Context: an optimization exercise on an open-source flow, tuned for small area and a short achievable clock period. The choices shown serve that exercise and are no tape-out recipe.
At most, simulation tests tie the RTL to the original design; equivalence was not proved.
For runs 1 to 6, only the layout was checked, not whether the RTL still works.
Power and IR drop assume default switching activity.

--- design/flow/design.v ---
module ALU(
    input  [13:0] instruction,
    input  wire [19:0] A, B,
    input  cin, clk, rst,
    output reg [19:0] result,
    output wire [19:0] SX_flags,
    output wire reset,
    output reg carry_out,
    output wire halfword,
    output reg inc
);
assign halfword = 1'b0;
assign reset    = 1'b0;
reg sx0, sx1, sx12;
assign SX_flags = {7'b0, sx12, 10'b0, sx1, sx0};
wire [13:0] I = instruction;
reg keep, valid;
always @* begin
    keep = 1'b0; valid = 1'b0;
    case (I)
    14'h000, 14'h015, 14'h029, 14'h03E, 14'h053, 14'h068,
    14'h1E2, 14'h1F7, 14'h20C, 14'h221, 14'h236,
    14'h24B, 14'h260, 14'h275, 14'h28A, 14'h29F, 14'h2B4,
    14'h2C9, 14'h2DE: keep = 1'b1;
    14'h092: begin keep = ~sx12; valid = sx12; end
    14'h07D, 14'h0A7, 14'h0BC, 14'h0D1, 14'h0E6,
    14'h0FB, 14'h110, 14'h125, 14'h13A,
    14'h164, 14'h179, 14'h18E, 14'h1A3, 14'h1B8, 14'h1CD: valid = 1'b1;
    default: ;
    endcase
end
wire d_trap = (I == 14'h000);
wire d_jmp  = (I == 14'h029);
wire d_eq   = (I == 14'h1E2);
wire d_gt   = (I == 14'h1F7);
wire d_lt   = (I == 14'h20C);
wire d_get  = (I == 14'h221);
wire d_let  = (I == 14'h236);
wire d_cy   = (I == 14'h1A3) | (I == 14'h1CD);    
wire useB = (~I[0] & ~I[1] & ~I[2] & I[8]) |
    (~I[0] & ~I[1] & I[2] & ~I[8]) |
    (~I[0] & I[1] & I[2] & ~I[8]) |
    (~I[0] & I[1] & I[2] & I[8]) |
    (I[0] & ~I[1] & ~I[2] & ~I[8]) |
    (I[0] & ~I[1] & I[2] & I[8]) |
    (I[0] & I[1] & ~I[2] & I[8]) |
    (I[0] & I[1] & I[2] & I[8]);
wire invX = (~I[0] & ~I[2] & I[3] & ~I[9]) |
    (~I[0] & I[2] & ~I[3] & I[9]) |
    (~I[0] & I[2] & I[3] & I[9]) |
    (I[0] & ~I[2] & ~I[3] & I[9]) |
    (I[0] & ~I[2] & I[3] & ~I[9]) |
    (I[0] & I[2] & ~I[3] & ~I[9]) |
    (I[0] & I[2] & I[3] & ~I[9]);
wire c0 = (~I[0] & ~I[4] & ~I[7]) |
    (~I[0] & I[4] & ~I[7]) |
    (~I[0] & I[4] & I[7]) |
    (I[0] & ~I[4] & ~I[7]) |
    (I[0] & ~I[4] & I[7] & ~cin) |
    (I[0] & I[4] & I[7]);
wire sa = (~I[0] & ~I[2] & I[5] & I[7]) |
    (~I[0] & I[2] & ~I[5] & I[7]) |
    (~I[0] & I[2] & I[5] & ~I[7]) |
    (I[0] & ~I[2] & I[5] & ~I[7]) |
    (I[0] & I[2] & ~I[5] & I[7]);
wire ssh = (~I[0] & ~I[1] & ~I[2] & ~I[3]) |
    (~I[0] & I[1] & ~I[2] & I[3]) |
    (I[0] & ~I[1] & I[2] & ~I[3]) |
    (I[0] & I[1] & ~I[2] & I[3]);
wire tp = (~I[3] & I[7]);
wire tg = (~I[1] & I[7] & ~I[8]);
wire lstat = (~I[7] & ~I[8]);
wire xstat = (~I[0] & ~I[2] & ~I[8]);
wire addc = (~I[2] & ~I[4]);
wire left = (~I[0]);
wire rot = (~I[0] & I[1]) |
    (I[0] & ~I[1]);
wire subc = (~I[1]);
wire [19:0] X = ({20{useB}} & B) ^ {20{invX}};
wire [19:0] p = A ^ X;
wire [19:0] g = A & X;
wire [20:0] pg0 = {g, c0};
wire [20:0] pp0 = {p, 1'b0};
wire [20:0] pg1, pp1, pg2, pp2, pg3, pp3, pg4, pp4, pg5, pp5;
genvar k;
generate for (k = 0; k < 21; k = k + 1) begin : g_pre
    if (k & 1)  begin assign pg1[k] = pg0[k] | pp0[k] & pg0[(k|0)-1];   assign pp1[k] = pp0[k] & pp0[(k|0)-1]; end
    else        begin assign pg1[k] = pg0[k]; assign pp1[k] = pp0[k]; end
    if (k & 2)  begin assign pg2[k] = pg1[k] | pp1[k] & pg1[(k|1)-2];   assign pp2[k] = pp1[k] & pp1[(k|1)-2]; end
    else        begin assign pg2[k] = pg1[k]; assign pp2[k] = pp1[k]; end
    if (k & 4)  begin assign pg3[k] = pg2[k] | pp2[k] & pg2[(k|3)-4];   assign pp3[k] = pp2[k] & pp2[(k|3)-4]; end
    else        begin assign pg3[k] = pg2[k]; assign pp3[k] = pp2[k]; end
    if (k & 8)  begin assign pg4[k] = pg3[k] | pp3[k] & pg3[(k|7)-8];   assign pp4[k] = pp3[k] & pp3[(k|7)-8]; end
    else        begin assign pg4[k] = pg3[k]; assign pp4[k] = pp3[k]; end
    if (k & 16) begin assign pg5[k] = pg4[k] | pp4[k] & pg4[(k|15)-16]; assign pp5[k] = pp4[k] & pp4[(k|15)-16]; end
    else        begin assign pg5[k] = pg4[k]; assign pp5[k] = pp4[k]; end
end endgenerate
wire [19:0] sum = p ^ pg5[19:0];    
wire ge = pg5[20];                  
wire eq = (A == B);
wire [4:0] s   = B[4:0];
wire [4:0] amt = left ? (5'd20 - s) : s;
wire [19:0] r0 = amt[0] ? {A[0],     A[19:1]}   : A;
wire [19:0] r1 = amt[1] ? {r0[1:0],  r0[19:2]}  : r0;
wire [19:0] r2 = amt[2] ? {r1[3:0],  r1[19:4]}  : r1;
wire [19:0] r3 = amt[3] ? {r2[7:0],  r2[19:8]}  : r2;
wire [19:0] r4 = amt[4] ? {r3[15:0], r3[19:16]} : r3;
wire bok = ssh & (B[19:5] == 15'b0);
wire [19:0] M;
genvar gi;
generate for (gi = 0; gi < 20; gi = gi + 1) begin : g_m
    assign M[gi] = bok & (rot ? (s <= 5'd20) : left ? (s <= gi) : (s <= 5'd19 - gi));
end endgenerate
wire [19:0] pl = {p[19:13], p[12] ^ xstat, p[11:2], p[1] ^ (xstat & sx1), p[0] ^ (xstat & sx0) ^ (addc & cin)};
wire [19:0] ls = {7'b0, lstat & sx12, 10'b0, lstat & sx1, lstat & sx0};
wire [19:0] op = ({20{sa}} & sum) | ({20{tp}} & pl) | ({20{tg}} & g) | (r4 & M) | ls;
wire [19:0] nres = ({20{keep}} & result) | ({20{valid}} & op);
always @(posedge clk or posedge rst) begin
    if (rst) begin
        result    <= 20'b0;
        carry_out <= 1'b0;
        inc       <= 1'b0;
        sx0       <= 1'b0;
        sx1       <= 1'b0;
        sx12      <= 1'b0;
    end else begin
        result <= nres;
        if (d_cy)
            carry_out <= ((A[0] ^ subc) & B[0]) | ((A[0] ^ subc) & cin) | (B[0] & cin);
        if (d_jmp)
            inc <= 1'b1;
        if (d_trap)
            sx12 <= 1'b1;
        if (d_eq | d_get | d_let)
            sx0 <= d_eq ? eq : d_get ? ge : (~ge | eq);
        if (d_gt | d_lt | d_get | d_let)
            sx1 <= d_gt ? (ge & ~eq) : d_let ? (~ge | eq) : ~ge;
    end
end
endmodule
--- design/flow/run.sh ---
#!/bin/bash
# synth_recipe.tcl (not shown) runs the flow's synth.tcl, then flattens the netlist and writes it again
# the make line also repeats each setting of config.mk as NAME=value (left out here)
make -C /OpenROAD-flow-scripts/flow DESIGN_CONFIG=/design/flow/config.mk WORK_HOME=/design/flow/orfs CLKGATE_MAP_FILE= SYNTH_SCRIPT=/design/flow/synth_recipe.tcl finish
--- design/flow/config.mk ---
export PLATFORM = sky130hd
export DESIGN_NAME = ALU
export DESIGN_NICKNAME = ALU
export VERILOG_FILES = /design/flow/design.v
export SDC_FILE = /design/flow/constraint.sdc
export NUM_CORES = 4
export LEC_CHECK = 0
export CAP_MARGIN = 20
export CORE_MARGIN = 2
export CORE_UTILIZATION = 40
export SETUP_SLACK_MARGIN = 3.0
export SLEW_MARGIN = 20
--- design/flow/constraint.sdc ---
create_clock -name core_clock -period 6.0 [get_ports {clk}]
set_input_delay 1.2000 -clock core_clock [delete_from_list [all_inputs] [get_ports {clk}]]
set_output_delay 1.2000 -clock core_clock [all_outputs]
set_load 0.01 [all_outputs]
==> flow_metrics.py, run 1 <==
metrics = {
    "global_route": {
        "grt_max_degree": 30,
        "grt_usage_pct": 29.6,
        "antenna_found_initial": 0,
        "gr-total-overflow": 0,
        "grt_pass1_wl_um": 34600,
        "grt_pass1_vias": 5967,
    },
    "sta": {
        "finalHoldViolations": 0,
        "setup_violations": 0,
        "tns_ns": 0,
        "min_period_ns": 4.44,
        "tightestPinTransition_ns": 1.00,
        "max_freq_mhz": 225,
        "skew_ns": 0.00279,
        "slew_headroom_pct": 32.8,
        "finalMaxSlewViolations": 0,
        "rsz0062_at_grt": "true",
        "fin_crit_sh_pct": 74.0,
    },
    "drt": {
        "vias": 6454,
        "drtAntennaViolNets": 0,
        "dr.pass1.iters": 5,
        "post_drt_wl_per_cell_um": 22.8,
        "avgViaCountPerCell": 6.48,
        "routed_wl_um": 22700,
        "route.detailed.drc": 0,
        "drt_iter0_drc": 693,
    },
    "power": {
        "pwr-share-comb_pct": 74.6,
        "p_leak_nw": 3.06,
        "p_total_mw": 1.28,
        "seq_power_share_pct": 13.2,
        "p_per_area_mw_per_mm2": 162,
        "p_clk_share_pct": 12.3,
        "ir_drop_uv": 111,
        "p_sw_share_pct": 44.1,
        "p_sw_mw": 0.566,
        "p_int_mw": 0.719,
    },
    "floorplan": {
        "core-area_mm2": 0.0139,
        "dieArea_mm2": 0.0153,
        "io_pins": 101,
        "fp-row-count": 43,
        "initial_core_util_pct": 41.1,
        "die_w_um": 124,
        "dieHeight_um": 124,
    },
    "logic_synthesis": {
        "synth.yosys.seq_area_share_pct": 10.9,
        "ys_seq_elements": 25,
        "synth_area_leaders": "mux4_2 (12%), dfrtp_1 (11%), xnor2_1 (6.4%), ha_1 (6.1%), mux2i_1 (6.1%)",
        "synthFlopType": "dfrtp_1",
        "async_flop_share_pct": 100,
        "netlist_area_mm2": 0.00572,
        "avgSynthCellArea_um2": 8.28,
        "netlist_instances": 691,
        "synth_cell_type_count": 79,
        "synth_edf_count": 0,
        "yosysTopAreaCell": "mux4_2",
        "synth_common_cells": "nand2_1 (60), a21oi_1 (42), xnor2_1 (42), mux2i_1 (35), nor2_1 (35)",
        "yosysTopAreaCellShare_pct": 11.8,
        "synth_most_common_cell": "nand2_1",
        "yosysWarnings": 1,
    },
    "finish": {
        "area_delta_synth_final_pct": 38.4,
        "final-instance-count-excl-fill": 996,
        "drive_gt1_share_pct": 30.6,
        "num_antenna_cells": 0,
        "seqCellArea_um2": 626,
        "nets": 907,
        "fillerInstances": 1222,
        "multi_input_area_mm2": 0.00525,
        "fin_util_pct": 56.8,
    },
    "worst_hold_path": {
        "worstHoldEndpoint": "inc$_DFFE_PP0P_",
        "holdPathStages": 1,
        "hp-class": "flop to flop",
        "hp-start": "inc$_DFFE_PP0P_",
    },
    "critical_path": {
        "arrival_ns": 4.59,
        "worstSetupEndpointType": "flop",
        "cp-start-kind": "input port",
        "reg2reg_depth": 7,
        "r2r_end": "result[12]$_DFF_PP0_",
        "worstSetupStartpoint": "instruction[0]",
        "reg2reg_from": "sx12$_DFFE_PP0P_",
        "r2r_slack_ns": 3.77,
        "critPathMaxFanout": 5,
        "path_class": "input port to flop",
        "cp.required_ns": 6.15,
    },
    "clock_tree": {
        "cts_buffers": 3,
        "clk_pin_slew_worst_paths_ns": 0.07,
        "clock_tree.buffer_depth": 2,
        "hold_buffers": 0,
        "cts_tree": "done",
        "cts.sink_count": 25,
        "htreeDepth": 1,
        "clock_latency_ns": 0.27,
        "root_buffer": "clkbuf_16",
    },
    "place": {
        "dpl.hpwl_um": 16600,
        "portBuffers": 81,
        "dp_cells": 918,
        "gp_congestion": 0.988,
    },
    "status": {
        "outcome": "timing/DRC/antenna clean",
    },
    "flow_run": {
        "maxCapViolCount": 0,
    },
}
==> power groups by stage <==
stage	Clock, mW	Sequential [mW]	Combinational (mW)
finish	0.157	0.169	0.958
global route	0.168	0.169	1.02
CTS	0.156	0.169	0.830
detailed placement	0	0.172	0.697
global placement	0	0.172	0.686
floorplan	0	0.172	0.512
==> final cells by class <==
class	instances	share of cell area, %
multi-input combinational	590	66.3
timing repair buffer	178	20.8
sequential	25	7.90
tap	180	2.84
inverter	19	1.18
clock buffer	4	0.995
==> state kept, by name, summed over array words and instances (netlist names) <==
| register | count |
|---|---|
| sx0 | 1 |
| inc | 1 |
| carry_out | 1 |
| sx12 | 1 |
| result | 20 |
| sx1 | 1 |
==> per-layer routing <==
layer	up-vias	track usage [%]	part of all wire, %
li1	2874	-	-
met1	3188	41.1	42
met2	349	47.8	47
met3	43	4.40	7.9
met4	0	8.59	3.0
met5	-	0	0
==> worst max-delay path by stage <==
| stage | end | slack (ns) | cells after the start |
|---|---|---|---|
| after floorplan | result[8]$_DFF_PP0_ | 1.39 | 19 |
| after global placement | result[12]$_DFF_PP0_ | 0.27 | 17 |
| after CTS | result[7]$_DFF_PP0_ | 1.64 | 20 |
| after global routing | result[8]$_DFF_PP0_ | 1.42 | 19 |
| final | result[8]$_DFF_PP0_ | 1.56 | 18 |
| after detailed placement | result[12]$_DFF_PP0_ | 0.16 | 17 |
==> cell families (layout without fill, tap and decap cells) <==
group / Yosys count / in the layout / share of synthesized area (%)
AND/OR/NAND/NOR: 207 / 207 / 19.1
AO/OA/AOI/OAI: 205 / 205 / 25.1
flip-flops: 25 / 25 / 10.9
other: 1 / 19 / 0.0655
multiplexers: 68 / 68 / 18.5
XOR/XNOR: 57 / 57 / 9.32
adder cells (fa/ha/maj): 34 / 34 / 8.05
buffers and inverters: 94 / 201 / 8.90
==> critical path, cell delays in order <==
cell      delay, ns
buf_12         0.12
clkinv_8       0.05
ha_4           0.14
nor2b_4        0.04
a31oi_1        0.16
o22a_1         0.23
buf_6          0.12
nand2_4        0.06
xnor2_4        0.15
fa_2           0.38
a211oi_4       0.33
o21ai_4        0.13
a21oi_2        0.19
o21bai_2       0.10
fa_2           0.39
nor3b_1        0.14
a221o_1        0.34
a221o_1        0.31
==> stage by stage <==
stage	worst slack, ns	hold WS (ns)	area, um2
after global routing	1.42	0.514	7920
after CTS	1.64	0.484	7420
after detailed placement	0.162	0.469	6640
after floorplan	1.39	0.488	5910
after global placement	0.268	0.458	6640
final	1.56	0.483	7920
==> cell usage in the layout, fill, tap and decap left out, types with 7 or more instances in the layout <==
cell type and count:
nand4_1 8, a21oi_1 34, o21ai_0 24, xor2_1 12
and3_1 7, ha_1 16, nand2b_1 7, nand3_1 11
mux2i_1 31, o211ai_1 8, clkdlybuf4s50_1 69, buf_4 76
a22oi_1 15, xnor2_2 9, mux4_2 30, nor3_1 20
a211oi_1 7, xnor2_1 31, a221o_1 13, a21o_1 8
ha_4 9, nand2_2 10, o21ai_1 8, buf_6 18
inv_1 13, conb_1 19, nand2_1 46, dfrtp_1 25
nor2_1 32
==> what timing repair did <==
item,4_1_cts,5_1_grt
endpoints found under the setup margin,23,22
gates resized for setup,114,68
setup buffers,40,33
pin swaps,41,49
cloned,1,0
==> run 2: changes to the inputs <==
--- a/design/flow/design.v
+++ b/design/flow/design.v
@@ -38,34 +38,9 @@
 wire d_let  = (I == 14'h236);
 wire d_cy   = (I == 14'h1A3) | (I == 14'h1CD);    
-wire useB = (~I[0] & ~I[1] & ~I[2] & I[8]) |
-    (~I[0] & ~I[1] & I[2] & ~I[8]) |
-    (~I[0] & I[1] & I[2] & ~I[8]) |
-    (~I[0] & I[1] & I[2] & I[8]) |
-    (I[0] & ~I[1] & ~I[2] & ~I[8]) |
-    (I[0] & ~I[1] & I[2] & I[8]) |
-    (I[0] & I[1] & ~I[2] & I[8]) |
-    (I[0] & I[1] & I[2] & I[8]);
-wire invX = (~I[0] & ~I[2] & I[3] & ~I[9]) |
-    (~I[0] & I[2] & ~I[3] & I[9]) |
-    (~I[0] & I[2] & I[3] & I[9]) |
-    (I[0] & ~I[2] & ~I[3] & I[9]) |
-    (I[0] & ~I[2] & I[3] & ~I[9]) |
-    (I[0] & I[2] & ~I[3] & ~I[9]) |
-    (I[0] & I[2] & I[3] & ~I[9]);
-wire c0 = (~I[0] & ~I[4] & ~I[7]) |
-    (~I[0] & I[4] & ~I[7]) |
-    (~I[0] & I[4] & I[7]) |
-    (I[0] & ~I[4] & ~I[7]) |
-    (I[0] & ~I[4] & I[7] & ~cin) |
-    (I[0] & I[4] & I[7]);
-wire sa = (~I[0] & ~I[2] & I[5] & I[7]) |
-    (~I[0] & I[2] & ~I[5] & I[7]) |
-    (~I[0] & I[2] & I[5] & ~I[7]) |
-    (I[0] & ~I[2] & I[5] & ~I[7]) |
-    (I[0] & I[2] & ~I[5] & I[7]);
-wire ssh = (~I[0] & ~I[1] & ~I[2] & ~I[3]) |
-    (~I[0] & I[1] & ~I[2] & I[3]) |
-    (I[0] & ~I[1] & I[2] & ~I[3]) |
-    (I[0] & I[1] & ~I[2] & I[3]);
+wire useB = (~I[0] & I[1] & I[2]) | (~I[1] & ~I[8]) | (I[7] & I[8]);
+wire invX = (I[0] & I[2]) | (~I[2] & I[3]) | (I[9]);
+wire c0 = (~I[0] & ~I[1]) | (~I[3]) | (I[0] & ~I[5] & ~cin);
+wire sa = (I[6] & I[8]) | (~I[0] & I[7] & I[8]);
+wire ssh = (I[0] & I[1] & I[6]) | (~I[6] & ~I[7]);
 wire tp = (~I[3] & I[7]);
 wire tg = (~I[1] & I[7] & ~I[8]);
@@ -74,6 +49,5 @@
 wire addc = (~I[2] & ~I[4]);
 wire left = (~I[0]);
-wire rot = (~I[0] & I[1]) |
-    (I[0] & ~I[1]);
+wire rot = (I[5] & ~I[6]);
 wire subc = (~I[1]);
 wire [19:0] X = ({20{useB}} & B) ^ {20{invX}};
--- a/design/flow/config.mk
+++ b/design/flow/config.mk
@@ -8,5 +8,6 @@
 export CAP_MARGIN = 20
 export CORE_MARGIN = 2
-export CORE_UTILIZATION = 40
+export CORE_UTILIZATION = 60
+export GPL_TIMING_DRIVEN = 0
 export SETUP_SLACK_MARGIN = 3.0
 export SLEW_MARGIN = 20
==> run 2 against run 1 <==
Effect of this change: the run now fails in 5_1_grt; synthesized cell count increased by 1.0%; area after synthesis decreased by 4.5%.
==> flow_metrics.py, run 2 <==
metrics = {
    "floorplan": {
        "io_pins": 101,
        "initial_core_util_pct": 62.4,
        "fp-row-count": 34,
        "dieHeight_um": 99.4,
        "die_w_um": 99.4,
    },
    "logic_synthesis": {
        "netlist_instances": 698,
        "synth_most_common_cell": "mux2i_1",
        "yosysTopAreaCell": "mux2i_1",
        "synthAdderAreaFrac_pct": 7.33,
        "synth_area_leaders": "mux2i_1 (12%), dfrtp_1 (11%), ha_1 (5.5%), xor2_1 (5.4%), mux4_2 (5.4%)",
        "synth_cell_type_count": 81,
        "synth_common_cells": "mux2i_1 (67), nand2_1 (65), nor2_1 (55), a21oi_1 (49), xor2_1 (34)",
        "synth_edf_count": 0,
        "yosys.area_share.simple_pct": 18.9,
        "async_flop_share_pct": 100,
        "synthMuxAreaShare_pct": 19.1,
        "yosysWarnings": 1,
        "avgSynthCellArea_um2": 7.83,
        "yosysTopAreaCellShare_pct": 12.3,
        "synth.yosys.seq_area_share_pct": 11.4,
        "synth-compound-area-share_pct": 25.7,
        "synth_xor_area_share_pct": 8.97,
        "ys_seq_elements": 25,
        "netlist_area_mm2": 0.00547,
        "synth_top_family_by_area": "compound AO/OA/AOI/OAI gates",
        "synthFlopType": "dfrtp_1",
    },
    "place": {
        "dp_cells": 898,
        "portBuffers": 74,
        "dpl_worst_slack_ns": 0.514,
        "gp_congestion": 1.07,
        "place_area_mm2": 0.00661,
        "dpl.hpwl_um": 16000,
    },
    "clock_tree": {
        "htreeDepth": 1,
        "cts.sink_count": 25,
        "clock_tree.buffer_depth": 2,
        "hold_buffers": 0,
        "cts_buffers": 3,
        "root_buffer": "clkbuf_8",
    },
    "sta": {
        "worst-ep-kind": "sequential cell input",
        "crit_endpoint": "result[13]$_DFF_PP0_/D",
    },
    "status": {
        "outcome": "stopped before the end",
        "haltStage": "5_1_grt",
        "first-error": "[ERROR GRT-0232] Routing congestion too high. Check the congestion heatmap in the GUI.",
    },
    "global_route": {
        "gr-total-overflow": 14,
        "grt_max_degree": 26,
        "grt_usage_pct": 76.1,
    },
}
==> run 2: changes by cell type after synthesis, moves of 6 or more <==
cell	delta
a22oi_1	-12
a221o_1	-7
xor2_1	+22
a222oi_1	+6
clkbuf_1	+6
nor2_1	+20
a21oi_1	+7
nor3_1	-8
mux4_2	-17
xnor2_1	-25
mux2i_1	+32
and3_1	-6
buf_2	-7
==> run 2: repair_timing <==
| item | in CTS |
|---|---|
| endpoints found under the setup margin | 23 |
| pin swaps | 37 |
| buffers inserted | 65 |
| gates cloned | 4 |
| resized for setup | 161 |
==> run 2: power by group through the flow <==
stage	clock network, mW	registers (mW)	logic (mW)
2_1_floorplan	0	0.172	0.466
3_3_place_gp	0	0.172	0.623
3_5_place_dp	0	0.172	0.639
4_1_cts	0.108	0.169	0.819
==> run 2: logic make-up after synthesis <==
logic type	after synthesis
AO/OA/AOI/OAI	204
XOR/XNOR	53
adder cells (fa/ha/maj)	29
buffers and inverters	88
flip-flops	25
multiplexers	87
other	1
AND/OR/NAND/NOR	211
==> run 2: worst min path at each step <==
stage / startpoint / end / slack (ns) / cells after the start
after floorplan: inc$_DFFE_PP0P_ / inc$_DFFE_PP0P_ / 0.50 / 1
after global placement: result[19]$_DFF_PP0_ / result[19]$_DFF_PP0_ / 0.47 / 2
after detailed placement: result[14]$_DFF_PP0_ / result[14]$_DFF_PP0_ / 0.48 / 2
after CTS: result[14]$_DFF_PP0_ / result[14]$_DFF_PP0_ / 0.50 / 2
==> run 2: metal layers <==
metal	GRT usage, %	GRT overflow
met1	77.1	0
met2	91.5	7
met3	64.0	0
met4	73.1	7
met5	15.4	0
==> run 3: changes to the inputs <==
==> design/flow/flow/run.sh (new file) <==
#!/bin/bash
# Layout: the standard flow (standard.sh) with its own synthesis script
# (flow/my_synth.tcl: ABC maps for delay; no full/half adder cells).
set -uo pipefail
HERE=$(pwd)
bash standard.sh SYNTH_SCRIPT=$HERE/flow/my_synth.tcl ADDER_MAP_FILE= $(cat flow/extra_args 2>/dev/null) finish > flow_standard.log 2>&1
st=$?
exit $st
==> design/flow/flow/abc.script (new file) <==
strash
dch -f
map -D 1000
topo
buffer -c
upsize -D 1000
dnsize -D 1000
==> design/flow/flow/extra_args (new file) <==

==> design/flow/flow/my_synth.tcl (new file) <==
# The standard flow's synthesis script (synth_recipe.tcl), except that ABC maps with
# abc.script beside this file (delay-targeted mapping) instead of ORFS's
# speed script. Registers are mapped exactly as in the standard synthesis.
set ::my_flow_dir [file dirname [file normalize [info script]]]
proc synth {args} { yosys synth -nofsm -noshare {*}$args }
proc abc {args} {
  set out {}
  set skip 0
  foreach a $args {
    if {$skip} { set skip 0; continue }
    if {$a eq "-script" || $a eq "-D"} { set skip 1; continue }
    lappend out $a
  }
  lappend out -script [file join $::my_flow_dir abc.script]
  puts "abc with [file join $::my_flow_dir abc.script]"
  yosys abc {*}$out
}
source $::env(SCRIPTS_DIR)/synth.tcl
# left out here: clear keep_hierarchy, flatten, clean up, hide names made inside functions, write 1_2_yosys.v
==> design/flow/standard.sh (new file) <==
#!/bin/bash
# synth_recipe.tcl (not shown) runs the flow's synth.tcl, then flattens the netlist and writes it again
# the make line also repeats each setting of config.mk as NAME=value (left out here)
make -C /OpenROAD-flow-scripts/flow DESIGN_CONFIG=/design/flow/config.mk WORK_HOME=/design/flow/orfs CLKGATE_MAP_FILE= SYNTH_SCRIPT=/design/flow/synth_recipe.tcl "${@:-finish}"
--- a/design/flow/config.mk
+++ b/design/flow/config.mk
@@ -8,6 +8,5 @@
 export CAP_MARGIN = 20
 export CORE_MARGIN = 2
-export CORE_UTILIZATION = 60
-export GPL_TIMING_DRIVEN = 0
-export SETUP_SLACK_MARGIN = 3.0
+export CORE_UTILIZATION = 40
+export SETUP_SLACK_MARGIN = 2.5
 export SLEW_MARGIN = 20
removed: design/flow/run.sh
==> run 3 against run 2 <==
Effect of this change: the run now finishes clean; synthesized cell count grew 46%; area after synthesis grew 3.9%.
==> flow_metrics.py, run 3 <==
metrics = {
    "critical_path": {
        "crit_slowest_cell": "clkdlybuf4s50_1",
        "worst_path_largest_cell_delay_ns": 0.61,
        "cp.required_ns": 6.19,
        "cp-start-kind": "input port",
        "path_buf_inv": 2,
        "path_class": "input port to flop",
        "reg2reg_depth": 6,
        "worstSetupEndpointType": "flop",
        "cpLargestDelayFamily": "compound AO/OA/AOI/OAI gates",
        "path_depth": 11,
        "critPathMaxFanout": 4,
        "crit_chain": "clkdlybuf4s50_1, inv_1, o21ai_0, mux2i_1, nand2_1, o21ai_1, mux2i_1, nor2_1, o41ai_2, a21oi_1, o21ai_1",
        "arrival_ns": 3.73,
    },
    "power": {
        "seq_power_share_pct": 15.8,
        "p_clk_share_pct": 14.2,
        "pwr-share-comb_pct": 70.0,
        "p_int_mw": 0.541,
        "p_sw_mw": 0.531,
        "ir_drop_uv": 112,
        "p_total_mw": 1.07,
        "p_sw_share_pct": 49.6,
        "p_leak_nw": 3.44,
        "p_per_area_mw_per_mm2": 132,
    },
    "clock_tree": {
        "htreeDepth": 1,
        "root_buffer": "clkbuf_16",
        "cts_tree": "done",
        "clk_pin_slew_worst_paths_ns": 0.07,
        "cts_buffers": 3,
        "hold_buffers": 0,
        "clock_tree.buffer_depth": 2,
        "cts.sink_count": 25,
        "clock_latency_ns": 0.26,
    },
    "place": {
        "gp_congestion": 0.984,
        "portBuffers": 81,
        "dpl.hpwl_um": 17700,
    },
    "logic_synthesis": {
        "synth_common_cells": "nand2_1 (249), o21ai_0 (114), nor2_1 (106), inv_1 (93), nand3_1 (69)",
        "synth_area_leaders": "nand2_1 (16%), dfrtp_1 (11%), o21ai_0 (10%), nor2_1 (7.0%), inv_1 (6.1%)",
        "synthFlopType": "dfrtp_1",
        "avgSynthCellArea_um2": 5.56,
        "yosysTopAreaCell": "nand2_1",
        "async_flop_share_pct": 100,
        "ys_seq_elements": 25,
        "netlist_instances": 1021,
        "yosysWarnings": 1,
        "netlist_area_mm2": 0.00568,
        "synth.yosys.seq_area_share_pct": 11.0,
        "yosysTopAreaCellShare_pct": 16.5,
        "synth_edf_count": 0,
        "synth_cell_type_count": 58,
        "synth_most_common_cell": "nand2_1",
    },
    "finish": {
        "drive_gt1_share_pct": 22.8,
        "num_antenna_cells": 0,
        "fin_util_pct": 58.5,
        "nets": 1199,
        "layout_common_cells": "nand2_1 (228), nor2_1 (95), inv_1 (83), o21ai_0 (75), clkdlybuf4s50_1 (63)",
        "area_delta_synth_final_pct": 43.0,
        "top_register": "result",
        "mostFrequentLayoutCell": "nand2_1",
        "fillerInstances": 1353,
        "largest_reg_flops": 20,
    },
    "floorplan": {
        "initial_core_util_pct": 40.9,
        "dieArea_mm2": 0.0152,
        "fp-row-count": 43,
        "dieHeight_um": 123,
        "io_pins": 101,
        "core-area_mm2": 0.0139,
        "die_w_um": 123,
    },
    "sta": {
        "tns_ns": 0,
        "finalMaxSlewViolations": 0,
        "max_freq_mhz": 282,
        "slew_headroom_pct": 39.2,
        "rsz0062_at_grt": "true",
        "min_period_ns": 3.54,
        "tightestPinTransition_ns": 0.906,
        "skew_ns": 0.00440,
        "fin_crit_sh_pct": 59.0,
        "setup_violations": 0,
        "finalHoldViolations": 0,
    },
    "drt": {
        "vias": 7952,
        "avgViaCountPerCell": 6.02,
        "dr.pass1.iters": 7,
        "route.detailed.drc": 0,
        "routed_wl_um": 25800,
        "drt_iter0_drc": 1044,
        "drtAntennaViolNets": 0,
        "post_drt_wl_per_cell_um": 19.5,
    },
    "global_route": {
        "gr-total-overflow": 0,
        "grt_usage_pct": 32.1,
        "antenna_found_initial": 0,
        "grt_pass1_wl_um": 37900,
        "grt_pass1_vias": 6958,
        "grt_max_degree": 26,
    },
    "status": {
        "outcome": "timing/DRC/antenna clean",
    },
    "worst_hold_path": {
        "hp-class": "flop to flop",
        "holdPathStages": 1,
    },
    "flow_run": {
        "maxCapViolCount": 0,
    },
}
## run 3: routing by layer
metal | global-route usage (%) | vias up | routed length [um]
li1 | - | 3756 | -
met1 | 43.3 | 3617 | 10300
met2 | 51.7 | 485 | 11600
met3 | 3.87 | 94 | 2540
met4 | 13.6 | 0 | 1370
met5 | 0 | - | 0
## run 3: power by group through the flow
stage               combinational, mW  clock (mW)  sequential [mW]
floorplan                       0.387           0            0.172
global placement                0.529           0            0.172
detailed placement              0.529           0            0.172
CTS                             0.629       0.154            0.169
global route                    0.807       0.159            0.169
finish                          0.751       0.153            0.169
## run 3: final timing paths
path / startpoint / endpoint / slack (ns)
setup / recovery: A[1] / result[17]$_DFF_PP0_ / 2.46
hold / removal: inc$_DFFE_PP0P_ / inc$_DFFE_PP0P_ / 0.48
setup reg to reg: sx1$_DFFE_PP0P_ / result[1]$_DFF_PP0_ / 4.33
hold reg to reg: inc$_DFFE_PP0P_ / inc$_DFFE_PP0P_ / 0.48
max in group asynchronous: rst / result[6]$_DFF_PP0_ / 4.25
min in group asynchronous: rst / inc$_DFFE_PP0P_ / 1.32
## run 3: kinds of logic after synthesis
family,count (synthesis),share of synthesized area (%)
simple gates,506,38.5
compound gates,287,31.0
buf+inv,168,13.9
xor+xnor,26,4.14
flops,25,11.0
mux,8,1.41
other cells,1,0.0661
## run 3: repair_timing
| action | CTS | global route |
|---|---|---|
| pin swaps | 30 | 49 |
| gates resized for setup | 158 | 146 |
| cloned | 12 | 2 |
| endpoints found under the setup margin | 22 | 22 |
| setup buffers | 21 | 39 |
## run 3: cell type report
cell class | count | area (um2) | share of cell area [%]
Multi-Input combinational cell | 853 | 5150 | 63.4
Timing Repair Buffer | 160 | 1650 | 20.3
Sequential cell | 25 | 626 | 7.71
Inverter | 98 | 382 | 4.70
Tap cell | 180 | 225 | 2.77
Clock buffer | 3 | 75.1 | 0.925
Clock inverter | 1 | 7.51 | 0.0925
Timing Repair inverter | 1 | 7.51 | 0.0925
## run 3: per-stage QoR
step                hold slack (ns)  cell area, um2  instances  worst slack [ns]
floorplan                     0.488            5740       1039              2.74
global placement              0.455            6480       1243              1.07
detailed placement            0.463            6480       1243              1.08
CTS                           0.479            7370       1280              2.50
global route                  0.492            8120       1321              2.41
finish                        0.477            8120       1321              2.46
==> run 4: changes to the inputs <==
--- a/design/flow/config.mk
+++ b/design/flow/config.mk
@@ -9,4 +9,3 @@
 export CORE_MARGIN = 2
 export CORE_UTILIZATION = 40
-export SETUP_SLACK_MARGIN = 2.5
 export SLEW_MARGIN = 20
==> run 4 against run 3 <==
Effect of this change: critical endpoint is now result[18]$_DFF_PP0_; maximum frequency is 25% lower; cell area is 19% lower; synthesized cell count stayed put; hold slack hardly changed; sequential power hardly changed; still clean on timing, DRC and antenna; largest power group unchanged; final cell count is 5.5% lower; power is 19% lower.
==> flow_metrics.py, run 4 <==
metrics = {
    "status": {
        "outcome": "timing/DRC/antenna clean",
    },
    "logic_synthesis": {
        "synth_edf_count": 0,
        "avgSynthCellArea_um2": 5.56,
        "netlist_instances": 1021,
        "synth_common_cells": "nand2_1 (249), o21ai_0 (114), nor2_1 (106), inv_1 (93), nand3_1 (69)",
        "synth.yosys.seq_area_share_pct": 11.0,
        "ys_seq_elements": 25,
        "synthFlopType": "dfrtp_1",
        "async_flop_share_pct": 100,
        "netlist_area_mm2": 0.00568,
        "yosysTopAreaCellShare_pct": 16.5,
        "synth_area_leaders": "nand2_1 (16%), dfrtp_1 (11%), o21ai_0 (10%), nor2_1 (7.0%), inv_1 (6.1%)",
        "synth_most_common_cell": "nand2_1",
        "synth_cell_type_count": 58,
        "yosysWarnings": 1,
        "yosysTopAreaCell": "nand2_1",
    },
    "critical_path": {
        "crit_slowest_cell": "nor2_2",
        "crit_chain": "clkdlybuf4s50_1, buf_4, nand2_1, nand2_1, nor2_2, buf_4, nand3_1, nand3_1, nand2_1, a21oi_1, nand4_1, a21oi_1, o21bai_1, nand2_1, nand2_1, a31oi_1, o22ai_1",
        "worstSetupEndpointType": "flop",
        "critPathMaxFanout": 20,
        "path_buf_inv": 3,
        "cpMostUsedCell": "nand2_1",
        "worstSetupStartpoint": "instruction[0]",
        "reg2reg_from": "sx1$_DFFE_PP0P_",
        "cpLargestDelayFamily": "simple AND/OR/NAND/NOR gates",
        "arrival_ns": 4.81,
        "worst_path_largest_cell_delay_ns": 0.67,
        "cp-start-kind": "input port",
        "cp.required_ns": 6.11,
        "path_class": "input port to flop",
    },
    "clock_tree": {
        "cts.sink_count": 25,
        "htreeDepth": 1,
        "clock_latency_ns": 0.26,
        "root_buffer": "clkbuf_16",
        "hold_buffers": 0,
        "cts_buffers": 3,
        "clock_tree.buffer_depth": 2,
        "cts_resized": 0,
        "cts_tree": "done",
        "clk_pin_slew_worst_paths_ns": 0.07,
        "postCtsSetupBuffers": 0,
    },
    "floorplan": {
        "dieArea_mm2": 0.0152,
        "io_pins": 101,
        "fp-row-count": 43,
        "die_w_um": 123,
        "initial_core_util_pct": 40.9,
        "dieHeight_um": 123,
        "core-area_mm2": 0.0139,
    },
    "drt": {
        "dr.pass1.iters": 8,
        "avgViaCountPerCell": 5.71,
        "drt_iter0_drc": 691,
        "routed_wl_um": 21700,
        "post_drt_wl_per_cell_um": 17.4,
        "vias": 7128,
        "route.detailed.drc": 0,
        "drtAntennaViolNets": 0,
    },
    "sta": {
        "rsz0062_at_grt": "false",
        "slew_headroom_pct": 29.7,
        "max_freq_mhz": 213,
        "fin_crit_sh_pct": 78.4,
        "finalHoldViolations": 0,
        "skew_ns": 0.00566,
        "hold_ws_ns": 0.477,
        "finalMaxSlewViolations": 0,
        "setup_violations": 0,
        "min_period_ns": 4.70,
        "tns_ns": 0,
        "tightestPinTransition_ns": 1.03,
    },
    "finish": {
        "area_delta_synth_final_pct": 16.1,
        "fillerInstances": 1544,
        "largest_reg_flops": 20,
        "seqCellArea_um2": 626,
        "drive_gt1_share_pct": 5.34,
        "top_register": "result",
        "final-instance-count-excl-fill": 1248,
        "nets": 1126,
        "num_antenna_cells": 0,
        "fin_util_pct": 47.5,
        "mostFrequentLayoutCell": "nand2_1",
        "multi_input_area_mm2": 0.00435,
        "layout_common_cells": "nand2_1 (249), o21ai_0 (114), nor2_1 (106), inv_1 (92), clkdlybuf4s50_1 (81)",
    },
    "global_route": {
        "grt_max_degree": 49,
        "grt_pass1_wl_um": 33900,
        "antenna_found_initial": 0,
        "grt_pass1_vias": 6367,
        "gr-total-overflow": 0,
        "grt_usage_pct": 28.4,
    },
    "place": {
        "portBuffers": 81,
        "dp_cells": 1243,
        "gp_congestion": 0.984,
        "dpl.hpwl_um": 17700,
    },
    "power": {
        "p_total_mw": 0.870,
        "ir_drop_uv": 112,
        "p_leak_nw": 2.84,
        "p_per_area_mw_per_mm2": 132,
    },
    "worst_hold_path": {
        "hp-class": "flop to flop",
        "hp-start": "inc$_DFFE_PP0P_",
    },
    "flow_run": {
        "maxCapViolCount": 0,
    },
}
## run 4: layout make-up
class	instances	area share, %
Multi-Input combinational cell	846	66.0
Timing Repair Buffer	95	14.2
Sequential cell	25	9.49
Inverter	98	5.58
Tap cell	180	3.42
Clock buffer	3	1.14
Clock inverter	1	0.114
## run 4: stage by stage
step	worst slack [ns]	cell area, um2
floorplan	2.74	5740
global placement	1.07	6480
detailed placement	1.08	6480
CTS	1.32	6560
global route	0.995	6590
finish	1.30	6590
## run 4: cells by family (layout without fill, tap and decap cells)
kind of cell	after synthesis	after routing	share of synthesized area (%)
AO/OA/AOI/OAI	287	287	31.0
XOR/XNOR	26	26	4.14
buffers and inverters	168	197	13.9
flip-flops	25	25	11.0
multiplexers	8	8	1.41
other	1	19	0.0661
AND/OR/NAND/NOR	506	506	38.5
## run 4: routing by layer
metal,wire [um],part of all wire [%],GRT usage (%),vias up
met5,0,0,0,-
met4,834,3.8,10.1,0
met3,1390,6.4,1.80,50
met2,9790,45,47.0,312
met1,9660,45,38.8,3190
li1,-,-,-,3576
## run 4: path summary, 6_finish.rpt
kind / to / slack (ns) / cells past startpoint
min in group asynchronous: inc$_DFFE_PP0P_ / 1.32 / 2
hold / removal: inc$_DFFE_PP0P_ / 0.48 / 1
hold reg to reg: inc$_DFFE_PP0P_ / 0.48 / 1
max in group asynchronous: result[6]$_DFF_PP0_ / 4.25 / 2
setup / recovery: result[18]$_DFF_PP0_ / 1.30 / 17
setup reg to reg: result[1]$_DFF_PP0_ / 4.31 / 6
## run 4: where the power goes
part,switching [mW],internal [mW]
Combinational,0.365,0.182
Clock,0.0628,0.0905
Sequential,0.000342,0.169
Total,0.429,0.441
==> run 5: changes to the inputs <==
--- a/design/flow/design.v
+++ b/design/flow/design.v
@@ -74,6 +74,7 @@
 wire eq = (A == B);
 wire [4:0] s   = B[4:0];
-wire [4:0] amt = left ? (5'd20 - s) : s;
-wire [19:0] r0 = amt[0] ? {A[0],     A[19:1]}   : A;
+wire [4:0] amt = s ^ {5{left}};
+wire [19:0] a9 = left ? {A[8:0], A[19:9]} : A;
+wire [19:0] r0 = amt[0] ? {a9[0],    a9[19:1]}  : a9;
 wire [19:0] r1 = amt[1] ? {r0[1:0],  r0[19:2]}  : r0;
 wire [19:0] r2 = amt[2] ? {r1[3:0],  r1[19:4]}  : r1;
==> design/flow/flow/run.sh (replaced) <==
#!/bin/bash
# Layout: the standard flow (standard.sh) with
#  - its own synthesis script (flow/my_synth.tcl: same as synth_recipe.tcl, but
#    ABC maps with flow/abc.script, a delay-targeted mapping, and no full/half
#    adder cells are extracted), and
#  - small port buffers (buf_1) instead of the default delay-cell buffers;
#    every input and output port still gets its own buffer.
set -uo pipefail
HERE=$(pwd)
bash standard.sh SYNTH_SCRIPT=$HERE/flow/my_synth.tcl ADDER_MAP_FILE= \
  "BUFFER_PORTS_ARGS=-buffer_cell sky130_fd_sc_hd__buf_1" finish > flow_standard.log 2>&1
--- a/design/flow/config.mk
+++ b/design/flow/config.mk
@@ -9,3 +9,4 @@
 export CORE_MARGIN = 2
 export CORE_UTILIZATION = 40
+export SETUP_SLACK_MARGIN = 2.7
 export SLEW_MARGIN = 20
removed: design/flow/flow/extra_args
==> run 5 against run 4 <==
Effect of this change: critical endpoint is now sx1$_DFFE_PP0P_; core utilization rose by 4.9 points; global-route usage increased by 2.8 points; synthesized cell count is 4.3% higher; sequential cell count is the same; still clean on timing, DRC and antenna; clock skew decreased by 0.0043 ns; sequential share of layout area down 1.3 points; die area is 5.9% higher.
==> flow_metrics.py, run 5 <==
metrics = {
    "finish": {
        "area_delta_synth_final_pct": 27.3,
        "num_antenna_cells": 0,
        "largest_reg_flops": 20,
        "top_register": "result",
        "nets": 1213,
        "layout_common_cells": "nand2_1 (242), inv_1 (103), nand3_1 (97), nor2_1 (79), buf_1 (66)",
        "mostFrequentLayoutCell": "nand2_1",
        "drive_gt1_share_pct": 17.9,
    },
    "critical_path": {
        "arrival_ns": 3.67,
        "reg2reg_depth": 7,
        "r2r_slack_ns": 4.50,
        "cp-start-kind": "input port",
        "critPathMaxFanout": 8,
        "crit_slowest_cell": "nand3b_4",
        "r2r_end": "result[1]$_DFF_PP0_",
        "worstSetupEndpointType": "flop",
        "cpMostUsedCell": "nand2_1",
        "crit_chain": "clkbuf_16, nand3b_4, o211ai_4, nand2_1, nand2_2, nand2_1, nand2_1, nand2_2, nor2_4, nand4_1, o21ai_4, nand3_2, o211a_1, o22ai_1, o32ai_1",
        "reg2reg_from": "sx1$_DFFE_PP0P_",
        "worst_path_largest_cell_delay_ns": 0.30,
        "path_class": "input port to flop",
        "cpLargestDelayFamily": "simple AND/OR/NAND/NOR gates",
        "cp.required_ns": 6.12,
        "path_buf_inv": 1,
    },
    "clock_tree": {
        "clock_tree.buffer_depth": 2,
        "clock_latency_ns": 0.26,
        "clk_pin_slew_worst_paths_ns": 0.06,
        "cts_buffers": 3,
        "hold_buffers": 0,
        "cts.sink_count": 25,
        "htreeDepth": 1,
        "root_buffer": "clkbuf_16",
        "cts_tree": "done",
    },
    "sta": {
        "finalMaxSlewViolations": 0,
        "slew_headroom_pct": 40.9,
        "min_period_ns": 3.55,
        "max_freq_mhz": 282,
        "finalHoldViolations": 0,
        "fin_crit_sh_pct": 59.1,
        "rsz0062_at_grt": "true",
        "tightestPinTransition_ns": 0.881,
        "setup_violations": 0,
        "tns_ns": 0,
        "skew_ns": 0.00135,
    },
    "logic_synthesis": {
        "yosysTopAreaCell": "nand2_1",
        "netlist_area_mm2": 0.00603,
        "synth.yosys.seq_area_share_pct": 10.4,
        "netlist_instances": 1065,
        "synth_most_common_cell": "nand2_1",
        "async_flop_share_pct": 100,
        "synthFlopType": "dfrtp_1",
        "synth_cell_type_count": 60,
        "synth_edf_count": 0,
        "avgSynthCellArea_um2": 5.66,
        "synth_common_cells": "nand2_1 (258), nand3_1 (113), inv_1 (112), o21ai_0 (86), nor2_1 (84)",
        "yosysTopAreaCellShare_pct": 16.1,
        "ys_seq_elements": 25,
        "yosysWarnings": 1,
        "synth_area_leaders": "nand2_1 (16%), dfrtp_1 (10%), nand3_1 (9.4%), o21ai_0 (7.1%), inv_1 (7.0%)",
    },
    "place": {
        "portBuffers": 81,
        "dpl.hpwl_um": 19400,
        "gp_congestion": 0.967,
    },
    "floorplan": {
        "core-area_mm2": 0.0146,
        "fp-row-count": 44,
        "die_w_um": 127,
        "io_pins": 101,
        "initial_core_util_pct": 41.1,
        "dieArea_mm2": 0.0161,
        "dieHeight_um": 127,
    },
    "worst_hold_path": {
        "worstHoldEndpoint": "inc$_DFFE_PP0P_",
        "hp-class": "flop to flop",
        "holdPathStages": 2,
        "hp-start": "inc$_DFFE_PP0P_",
    },
    "power": {
        "p_leak_nw": 3.25,
        "p_per_area_mw_per_mm2": 143,
        "ir_drop_uv": 86.7,
        "p_total_mw": 1.10,
    },
    "drt": {
        "vias": 8463,
        "route.detailed.drc": 0,
        "post_drt_wl_per_cell_um": 20.5,
        "drt_iter0_drc": 1199,
        "drtAntennaViolNets": 0,
        "avgViaCountPerCell": 6.32,
        "routed_wl_um": 27400,
        "dr.pass1.iters": 8,
    },
    "global_route": {
        "gr-total-overflow": 0,
        "grt_usage_pct": 31.1,
        "grt_max_degree": 49,
        "grt_pass1_wl_um": 39800,
        "antenna_found_initial": 0,
        "grt_pass1_vias": 7236,
    },
    "flow_run": {
        "maxCapViolCount": 0,
    },
    "status": {
        "outcome": "timing/DRC/antenna clean",
    },
}
==> run 5: stage by stage <==
stage	hold slack, ns	utilization, %	cell area (um2)	worst slack, ns	instances
2_1_floorplan	0.495	-	6090	2.78	1083
3_3_place_gp	0.452	42.8	6260	1.73	1281
4_1_cts	0.476	46.9	6860	2.68	1303
3_5_place_dp	0.457	42.8	6260	1.64	1281
6_report	0.466	52.4	7670	2.45	1339
5_1_grt	0.534	52.4	7670	2.39	1339
==> run 5: worst max path at each step <==
stage                   start              endpoint  slack (ns)  cells past startpoint
3_5_place_dp   instruction[8]  result[19]$_DFF_PP0_        1.64                     13
4_1_cts        instruction[0]  result[16]$_DFF_PP0_        2.68                     13
6_report       instruction[0]       sx1$_DFFE_PP0P_        2.45                     15
5_1_grt        instruction[0]       sx1$_DFFE_PP0P_        2.39                     14
3_3_place_gp   instruction[1]  result[19]$_DFF_PP0_        1.73                     13
2_1_floorplan  instruction[8]       sx1$_DFFE_PP0P_        2.78                     14
==> run 5: report_power, final <==
part	total (mW)	internal [mW]	leakage, nW	switching (mW)
Clock	0.147	0.0907	0.0382	0.0559
Sequential	0.169	0.169	0.329	0.000406
Combinational	0.783	0.262	2.88	0.521
Total	1.10	0.522	3.25	0.577
==> run 5: cell type report <==
cell class              instances  area (um2)
fillers                      1513        6970
multi-input cells             875        5340
repair buffers                132         917
flip-flops and latches         25         626
inverters                     114         445
well taps                     184         230
clock buffers                   4        78.8
repair inverters                5        35.0
==> run 5: what timing repair did <==
action / CTS / global route
gates cloned: 11 / 6
pin swaps: 13 / 29
resized for setup: 87 / 131
setup buffers: 7 / 30
endpoints found under the setup margin: 22 / 22
==> run 5: worst min-delay path, stage by stage (launching register included) <==
cell     delay, ns
dfrtp_1       0.34
inv_1         0.04
nand2_1       0.05
==> run 5: cells by family (layout without fill, tap and decap cells) <==
family	count (synthesis)	after routing	synth area share (%)
buffers and inverters	191	255	14.7
AOI/OAI and AO/OA	290	297	31.0
and+or+nand+nor	521	522	38.2
other	1	19	0.0622
DFF	25	25	10.4
xor gates and xnor gates	31	31	4.63
muxes	6	6	0.997
==> run 5: routing by layer <==
| layer | vias up | track usage, % | wire, um |
|---|---|---|---|
| li1 | 3888 | - | - |
| met3 | 118 | 8.27 | 3730 |
| met1 | 3878 | 43.1 | 10900 |
| met2 | 579 | 46.5 | 11400 |
| met4 | 0 | 11.4 | 1340 |
| met5 | - | 0 | 0 |
==> run 6: changes to the inputs <==
--- a/design/flow/config.mk
+++ b/design/flow/config.mk
@@ -9,4 +9,4 @@
 export CORE_MARGIN = 2
 export CORE_UTILIZATION = 40
-export SETUP_SLACK_MARGIN = 2.7
+export SETUP_SLACK_MARGIN = 2.0
 export SLEW_MARGIN = 20
==> run 6 against run 5 <==
Effect of this change: combinational power fell by about 20%; clock power barely moved; hold slack barely moved; synthesized cell count did not move; sequential cell count did not move; first-iteration DRC count fell by 14%; critical endpoint is now result[18]$_DFF_PP0_; critical path type unchanged.
==> flow_metrics.py, run 6 <==
metrics = {
    "clock_tree": {
        "clock_tree.buffer_depth": 2,
        "cts_tree": "done",
        "clock_latency_ns": 0.26,
        "cts.sink_count": 25,
        "cts_buffers": 3,
        "root_buffer": "clkbuf_16",
        "htreeDepth": 1,
        "hold_buffers": 0,
        "clk_pin_slew_worst_paths_ns": 0.06,
    },
    "finish": {
        "fillerInstances": 1674,
        "multi_input_area_mm2": 0.00466,
        "layout_common_cells": "nand2_1 (257), nand3_1 (113), inv_1 (109), o21ai_0 (85), nor2_1 (84)",
        "nets": 1165,
        "area_delta_synth_final_pct": 7.18,
        "largest_reg_flops": 20,
        "drive_gt1_share_pct": 5.33,
        "seqCellArea_um2": 626,
        "top_register": "result",
        "num_antenna_cells": 0,
        "fin_util_pct": 44.1,
        "mostFrequentLayoutCell": "nand2_1",
    },
    "floorplan": {
        "die_w_um": 127,
        "fp-row-count": 44,
        "core-area_mm2": 0.0146,
        "dieHeight_um": 127,
        "io_pins": 101,
        "initial_core_util_pct": 41.1,
        "dieArea_mm2": 0.0161,
    },
    "logic_synthesis": {
        "yosysTopAreaCellShare_pct": 16.1,
        "yosysWarnings": 1,
        "ys_seq_elements": 25,
        "synth_common_cells": "nand2_1 (258), nand3_1 (113), inv_1 (112), o21ai_0 (86), nor2_1 (84)",
        "synth_most_common_cell": "nand2_1",
        "yosysTopAreaCell": "nand2_1",
        "async_flop_share_pct": 100,
        "synth_edf_count": 0,
        "netlist_instances": 1065,
        "synth_area_leaders": "nand2_1 (16%), dfrtp_1 (10%), nand3_1 (9.4%), o21ai_0 (7.1%), inv_1 (7.0%)",
        "avgSynthCellArea_um2": 5.66,
        "netlist_area_mm2": 0.00603,
        "synthFlopType": "dfrtp_1",
        "synth_cell_type_count": 60,
        "synth.yosys.seq_area_share_pct": 10.4,
    },
    "sta": {
        "tightestPinTransition_ns": 0.878,
        "min_period_ns": 3.96,
        "setup_violations": 0,
        "rsz0062_at_grt": "true",
        "finalHoldViolations": 0,
        "slew_headroom_pct": 41.1,
        "max_freq_mhz": 252,
        "skew_ns": 0.00227,
        "fin_crit_sh_pct": 66.0,
        "finalMaxSlewViolations": 0,
        "tns_ns": 0,
    },
    "critical_path": {
        "worst_path_largest_cell_delay_ns": 0.52,
        "path_buf_inv": 3,
        "cpMostUsedCell": "nand2_1",
        "worstSetupEndpointType": "flop",
        "reg2reg_from": "sx12$_DFFE_PP0P_",
        "arrival_ns": 4.08,
        "cp.required_ns": 6.12,
        "worstSetupStartpoint": "instruction[0]",
        "critPathMaxFanout": 11,
        "crit_slowest_cell": "a21boi_0",
        "cp-start-kind": "input port",
        "r2r_slack_ns": 4.42,
        "cpLargestDelayFamily": "compound AO/OA/AOI/OAI gates",
        "path_class": "input port to flop",
        "crit_chain": "clkbuf_2, clkinvlp_4, buf_4, a21boi_0, o21ai_0, nor2_1, a21oi_1, nand2_1, nand2_1, nand2_1, nand2_1, o2111ai_1, o221ai_1, a21oi_1, o22ai_1",
    },
    "global_route": {
        "antenna_found_initial": 0,
        "grt_pass1_wl_um": 37500,
        "grt_max_degree": 51,
        "grt_usage_pct": 29.3,
        "grt_pass1_vias": 6863,
        "gr-total-overflow": 0,
    },
    "place": {
        "portBuffers": 81,
        "dpl.hpwl_um": 19400,
        "gp_congestion": 0.967,
    },
    "drt": {
        "routed_wl_um": 24800,
        "post_drt_wl_per_cell_um": 19.2,
        "avgViaCountPerCell": 6.13,
        "route.detailed.drc": 0,
        "drt_iter0_drc": 1032,
        "vias": 7912,
        "dr.pass1.iters": 5,
        "drtAntennaViolNets": 0,
    },
    "power": {
        "p_per_area_mw_per_mm2": 145,
        "p_leak_nw": 2.81,
        "ir_drop_uv": 85.9,
    },
    "worst_hold_path": {
        "hp-class": "flop to flop",
        "hp-start": "inc$_DFFE_PP0P_",
    },
    "status": {
        "outcome": "timing/DRC/antenna clean",
    },
    "flow_run": {
        "maxCapViolCount": 0,
    },
}
-- run 6: cell counts after synthesis --
Identical to the previous run, type by type.
-- run 6: logic make-up after synthesis --
group                     synth area share (%)
AOI/OAI and AO/OA                         31.0
DFF                                       10.4
and+or+nand+nor                           38.2
buffers and inverters                     14.7
other                                   0.0622
xor gates and xnor gates                  4.63
muxes                                    0.997
-- run 6: repair_timing --
item	4_1_cts	5_1_grt
endpoints found under the setup margin	12	22
gates cloned	1	2
resized for setup	2	15
pin swaps	1	1
buffers inserted	0	3
-- run 6: area by class of cell --
cell class / count / area share (%)
clock buffer: 4 / 1.22
inverter: 114 / 6.68
multi-input combinational: 869 / 72.2
sequential: 25 / 9.69
tap: 184 / 3.56
timing repair buffer: 94 / 6.55
timing repair inverter: 1 / 0.116
-- run 6: tightest hold or removal path, cell delays in order, from the launching register on --
cell and delay [ns]:
dfrtp_1 0.34, inv_1 0.04, nand2_1 0.05
-- run 6: through the flow --
step	hold WS, ns	total power, mW	instance area (um2)	instances	setup WS (ns)
3_5_place_dp	0.457	0.761	6260	1281	1.64
4_1_cts	0.476	0.911	6350	1286	2.07
3_3_place_gp	0.452	0.759	6260	1281	1.73
5_1_grt	0.534	1.01	6460	1291	1.93
2_1_floorplan	0.495	0.621	6090	1083	2.78
6_report	0.466	0.939	6460	1291	2.04
-- run 6: layer usage --
metal	GRT usage, %	vias up	wire, um
li1	-	3747	-
met1	42.6	3638	10600
met2	45.2	467	10500
met3	4.05	60	2860
met4	8.27	0	860
met5	0	-	0
-- run 6: report_power, final --
group	internal [mW]	leakage (nW)	total [mW]	switching [mW]
clock network	0.0907	0.0382	0.146	0.0555
logic	0.184	2.45	0.623	0.439
registers	0.169	0.329	0.169	0.000400
-- run 6: final timing paths --
path,endpoint,depth (start not counted)
min,inc$_DFFE_PP0P_,2
max reg2reg,result[0]$_DFF_PP0_,4
min in group asynchronous,result[18]$_DFF_PP0_,2
max,result[18]$_DFF_PP0_,15
min reg2reg,inc$_DFFE_PP0P_,2
max in group asynchronous,sx0$_DFFE_PP0P_,2
==> run 7: changes to the inputs <==
--- a/design/flow/design.v
+++ b/design/flow/design.v
@@ -15,7 +15,7 @@
 assign SX_flags = {7'b0, sx12, 10'b0, sx1, sx0};
 wire [13:0] I = instruction;
-reg keep, valid;
+reg keep, e_sum, e_p, e_g, e_sh, e_ls;
 always @* begin
-    keep = 1'b0; valid = 1'b0;
+    keep = 1'b0; e_sum = 1'b0; e_p = 1'b0; e_g = 1'b0; e_sh = 1'b0; e_ls = 1'b0;
     case (I)
     14'h000, 14'h015, 14'h029, 14'h03E, 14'h053, 14'h068,
@@ -23,8 +23,11 @@
     14'h24B, 14'h260, 14'h275, 14'h28A, 14'h29F, 14'h2B4,
     14'h2C9, 14'h2DE: keep = 1'b1;
-    14'h092: begin keep = ~sx12; valid = sx12; end
-    14'h07D, 14'h0A7, 14'h0BC, 14'h0D1, 14'h0E6,
-    14'h0FB, 14'h110, 14'h125, 14'h13A,
-    14'h164, 14'h179, 14'h18E, 14'h1A3, 14'h1B8, 14'h1CD: valid = 1'b1;
+    14'h092: begin keep = ~sx12; e_p = sx12; end            
+    14'h07D: e_ls = 1'b1;                                    
+    14'h0A7, 14'h0E6, 14'h1A3: e_p = 1'b1;                   
+    14'h0D1: begin e_p = 1'b1; e_g = 1'b1; end               
+    14'h0BC: e_g = 1'b1;                                     
+    14'h0FB, 14'h110, 14'h125, 14'h13A: e_sh = 1'b1;         
+    14'h164, 14'h179, 14'h18E, 14'h1B8, 14'h1CD: e_sum = 1'b1;
     default: ;
     endcase
@@ -39,11 +42,6 @@
 wire d_cy   = (I == 14'h1A3) | (I == 14'h1CD);    
 wire useB = (~I[0] & I[1] & I[2]) | (~I[1] & ~I[8]) | (I[7] & I[8]);
-wire invX = (I[0] & I[2]) | (~I[2] & I[3]) | (I[9]);
+wire invX = (I[0] & I[2]) | (~I[2] & I[3]) | (~I[0] & ~I[2] & ~I[4]) | (I[9]);
 wire c0 = (~I[0] & ~I[1]) | (~I[3]) | (I[0] & ~I[5] & ~cin);
-wire sa = (I[6] & I[8]) | (~I[0] & I[7] & I[8]);
-wire ssh = (I[0] & I[1] & I[6]) | (~I[6] & ~I[7]);
-wire tp = (~I[3] & I[7]);
-wire tg = (~I[1] & I[7] & ~I[8]);
-wire lstat = (~I[7] & ~I[8]);
 wire xstat = (~I[0] & ~I[2] & ~I[8]);
 wire addc = (~I[2] & ~I[4]);
@@ -72,14 +70,13 @@
 wire [19:0] sum = p ^ pg5[19:0];    
 wire ge = pg5[20];                  
-wire eq = (A == B);
+wire eq = &p;                      
 wire [4:0] s   = B[4:0];
-wire [4:0] amt = s ^ {5{left}};
-wire [19:0] a9 = left ? {A[8:0], A[19:9]} : A;
-wire [19:0] r0 = amt[0] ? {a9[0],    a9[19:1]}  : a9;
+wire [4:0] amt = left ? (5'd20 - s) : s;
+wire [19:0] r0 = amt[0] ? {A[0],     A[19:1]}   : A;
 wire [19:0] r1 = amt[1] ? {r0[1:0],  r0[19:2]}  : r0;
 wire [19:0] r2 = amt[2] ? {r1[3:0],  r1[19:4]}  : r1;
 wire [19:0] r3 = amt[3] ? {r2[7:0],  r2[19:8]}  : r2;
 wire [19:0] r4 = amt[4] ? {r3[15:0], r3[19:16]} : r3;
-wire bok = ssh & (B[19:5] == 15'b0);
+wire bok = e_sh & (B[19:5] == 15'b0);
 wire [19:0] M;
 genvar gi;
@@ -88,7 +85,7 @@
 end endgenerate
 wire [19:0] pl = {p[19:13], p[12] ^ xstat, p[11:2], p[1] ^ (xstat & sx1), p[0] ^ (xstat & sx0) ^ (addc & cin)};
-wire [19:0] ls = {7'b0, lstat & sx12, 10'b0, lstat & sx1, lstat & sx0};
-wire [19:0] op = ({20{sa}} & sum) | ({20{tp}} & pl) | ({20{tg}} & g) | (r4 & M) | ls;
-wire [19:0] nres = ({20{keep}} & result) | ({20{valid}} & op);
+wire [19:0] ls = {7'b0, sx12, 10'b0, sx1, sx0};
+wire [19:0] nres = ({20{keep}} & result) | ({20{e_sum}} & sum) | ({20{e_p}} & pl) |
+                   ({20{e_g}} & g) | (r4 & M) | ({20{e_ls}} & ls);
 always @(posedge clk or posedge rst) begin
     if (rst) begin
--- a/design/flow/config.mk
+++ b/design/flow/config.mk
@@ -9,4 +9,5 @@
 export CORE_MARGIN = 2
 export CORE_UTILIZATION = 40
-export SETUP_SLACK_MARGIN = 2.0
+export GPL_TIMING_DRIVEN = 0
+export SETUP_SLACK_MARGIN = 1.5
 export SLEW_MARGIN = 20
==> run 7 against run 6 <==
Effect of this change: power decreased by 7.8%; critical path depth decreased by 4; clock power increased by about 20%; worst setup slack got worse by 0.17 ns; via count decreased by 8.2%; routed wire length decreased by 6.8%; non-clock buffer count increased by 56; die area decreased by 9.1%; sequential power about the same; combinational power decreased by 16%; area after synthesis decreased by 9.3%; critical endpoint is now result[9]$_DFF_PP0_; largest cell class unchanged; largest power group unchanged.
==> flow_metrics.py, run 7 <==
metrics = {
    "status": {
        "outcome": "timing/DRC/antenna clean",
    },
    "critical_path": {
        "worstSetupEndpointType": "flop",
        "r2r_end": "result[13]$_DFF_PP0_",
        "r2r_slack_ns": 3.88,
        "reg2reg_from": "sx12$_DFFE_PP0P_",
        "critPathMaxFanout": 10,
        "arrival_ns": 4.31,
        "cp-start-kind": "input port",
        "cp.required_ns": 6.18,
        "path_class": "input port to flop",
        "reg2reg_depth": 7,
    },
    "worst_hold_path": {
        "hp-start": "inc$_DFFE_PP0P_",
        "holdPathStages": 2,
        "worstHoldEndpoint": "inc$_DFFE_PP0P_",
        "hp-class": "flop to flop",
    },
    "clock_tree": {
        "clock_latency_ns": 0.28,
        "hold_buffers": 0,
        "root_buffer": "clkbuf_16",
        "clock_tree.buffer_depth": 2,
        "postCtsSetupBuffers": 0,
        "cts.sink_count": 25,
        "cts_tree": "done",
        "cts_buffers": 3,
        "clk_pin_slew_worst_paths_ns": 0.08,
        "htreeDepth": 1,
    },
    "logic_synthesis": {
        "yosysTopAreaCell": "nand2_1",
        "yosys.area_share.simple_pct": 40.3,
        "netlist_instances": 954,
        "netlist_area_mm2": 0.00546,
        "yosysTopAreaCellShare_pct": 15.0,
        "synth_top_family_by_area": "simple AND/OR/NAND/NOR gates",
        "yosysWarnings": 1,
        "synth.yosys.seq_area_share_pct": 11.5,
        "synth-compound-area-share_pct": 29.8,
        "synth_most_common_cell": "nand2_1",
        "synthMuxAreaShare_pct": 3.48,
        "synth_cell_type_count": 63,
        "synth_common_cells": "nand2_1 (218), nand3_1 (105), nor2_1 (89), inv_1 (85), o21ai_0 (77)",
        "synth_xor_area_share_pct": 1.28,
        "synth_area_leaders": "nand2_1 (15%), dfrtp_1 (11%), nand3_1 (9.6%), o21ai_0 (7.1%), a21oi_1 (6.8%)",
        "synth_edf_count": 0,
        "async_flop_share_pct": 100,
        "ys_seq_elements": 25,
        "synthFlopType": "dfrtp_1",
        "synthAdderAreaFrac_pct": 0,
        "avgSynthCellArea_um2": 5.73,
    },
    "sta": {
        "slew_headroom_pct": 41.1,
        "min_period_ns": 4.13,
        "fin_crit_sh_pct": 68.9,
        "finalMaxSlewViolations": 0,
        "tns_ns": 0,
        "finalHoldViolations": 0,
        "setup_violations": 0,
        "skew_ns": 0.00387,
        "rsz0062_at_grt": "false",
        "max_freq_mhz": 242,
        "tightestPinTransition_ns": 0.880,
    },
    "drt": {
        "vias": 7263,
        "met3_length_um": 2800,
        "route.detailed.drc": 0,
        "routed_wl_um": 23100,
        "dr.pass1.iters": 12,
        "top_layer": "met4",
        "avgViaCountPerCell": 5.90,
        "wl_met2_um": 8640,
        "post_drt_wl_per_cell_um": 18.8,
        "drt_iter0_drc": 1034,
        "drtAntennaViolNets": 0,
        "drt-met1-wl_um": 10900,
    },
    "finish": {
        "largest_reg_flops": 20,
        "area_delta_synth_final_pct": 12.7,
        "nets": 1113,
        "layout_common_cells": "nand2_1 (218), nand3_1 (105), nor2_1 (88), inv_1 (85)",
        "top_register": "result",
        "drive_gt1_share_pct": 8.53,
        "final-instance-count-excl-fill": 1231,
        "num_antenna_cells": 0,
        "mostFrequentLayoutCell": "nand2_1",
    },
    "global_route": {
        "gr-total-overflow": 0,
        "grt_max_degree": 17,
        "grt_usage_pct": 31.2,
        "antenna_found_initial": 1,
        "grt_pass1_wl_um": 35400,
        "grt_pass1_vias": 6233,
    },
    "floorplan": {
        "fp-row-count": 42,
        "die_w_um": 121,
        "dieHeight_um": 121,
        "io_pins": 101,
        "core-area_mm2": 0.0133,
        "dieArea_mm2": 0.0146,
        "initial_core_util_pct": 41.1,
    },
    "power": {
        "p_leak_nw": 2.73,
        "p_per_area_mw_per_mm2": 141,
        "p_total_mw": 0.866,
        "ir_drop_uv": 110,
    },
    "place": {
        "gp_congestion": 1.02,
        "dpl.hpwl_um": 19200,
        "portBuffers": 77,
        "dp_cells": 1226,
    },
    "flow_run": {
        "maxCapViolCount": 0,
    },
}
run 7: changes by cell type in the layout (fill, tap and decap cells not counted), sizes merged, moves of 11 or more:
| cell | previous run | this run |
|---|---|---|
| nand3 | 120 | 109 |
| xor2 | 25 | 6 |
| a221oi | 2 | 13 |
| mux2i | 6 | 19 |
| inv | 111 | 88 |
| a21oi | 48 | 77 |
| nand2 | 262 | 223 |
| o211ai | 30 | 12 |
| clkbuf | 7 | 31 |
| buf | 90 | 122 |
| a31oi | 17 | 4 |
run 7: metrics by stage:
stage	utilization [%]	hold slack [ns]	area [um2]	setup slack [ns]
floorplan	-	0.495	5530	2.75
global placement	45.4	0.454	6040	1.47
detailed placement	45.6	0.452	6070	1.56
CTS	46.3	0.473	6150	1.84
global route	46.3	0.511	6160	1.60
finish	46.3	0.466	6160	1.87
run 7: worst max-delay path: stages:
cell	delay, ns
buf_1	0.30
clkbuf_1	0.53
nand2_1	0.17
o2111ai_1	0.51
nand4_1	0.34
nor2_2	0.38
inv_1	0.19
buf_2	0.23
a21oi_1	0.18
a221oi_1	0.10
o21ai_1	0.17
run 7: metal layers:
metal,track usage (%),up-vias
met5,0,-
met4,10.8,0
met3,6.44,56
met2,41.2,468
met1,48.8,3232
li1,-,3507
run 7: worst max path at each step:
stage                        start              endpoint  cells past startpoint
floorplan           instruction[3]       sx0$_DFFE_PP0P_                     15
global placement              B[2]  result[16]$_DFF_PP0_                     12
detailed placement            B[2]   result[5]$_DFF_PP0_                     11
CTS                           B[2]  result[16]$_DFF_PP0_                     12
global route                  B[2]   result[9]$_DFF_PP0_                     11
finish                        B[2]   result[9]$_DFF_PP0_                     11
run 7: what timing repair did:
item                                   CTS  global route
endpoints found under the hold margin    0             0
resized for setup                        0             1
setup endpoints to repair                0             7
run 7: kinds of logic after synthesis:
logic type | after synthesis
flip-flops | 25
multiplexers | 19
XOR/XNOR | 8
buffers and inverters | 158
AND/OR/NAND/NOR | 485
other | 1
AO/OA/AOI/OAI | 258
run 7: where the power goes:
| group | switching, mW | internal [mW] |
|---|---|---|
| logic | 0.362 | 0.159 |
| registers | 0.000374 | 0.169 |
| clock network | 0.0823 | 0.0930 |
| total | 0.445 | 0.421 |
run 7: cell type report:
| cell class | instances | area (um2) |
|---|---|---|
| fillers | 1517 | 7140 |
| well taps | 176 | 220 |
| multi-input cells | 789 | 4160 |
| flip-flops and latches | 25 | 626 |
| repair buffers | 79 | 322 |
| inverters | 87 | 327 |
| clock inverters | 1 | 8.76 |
| clock buffers | 3 | 75.1 |
| plain buffers | 71 | 419 |

Re-timed with assumed drivers on the ports (clkbuf_16 on the clock, buf_2 on other inputs), run 7 has 1.873 ns of setup slack against 1.868 ns with ideal ports, and 1.560 ns once port delays also move by the mid clock arrival of 0.314 ns.
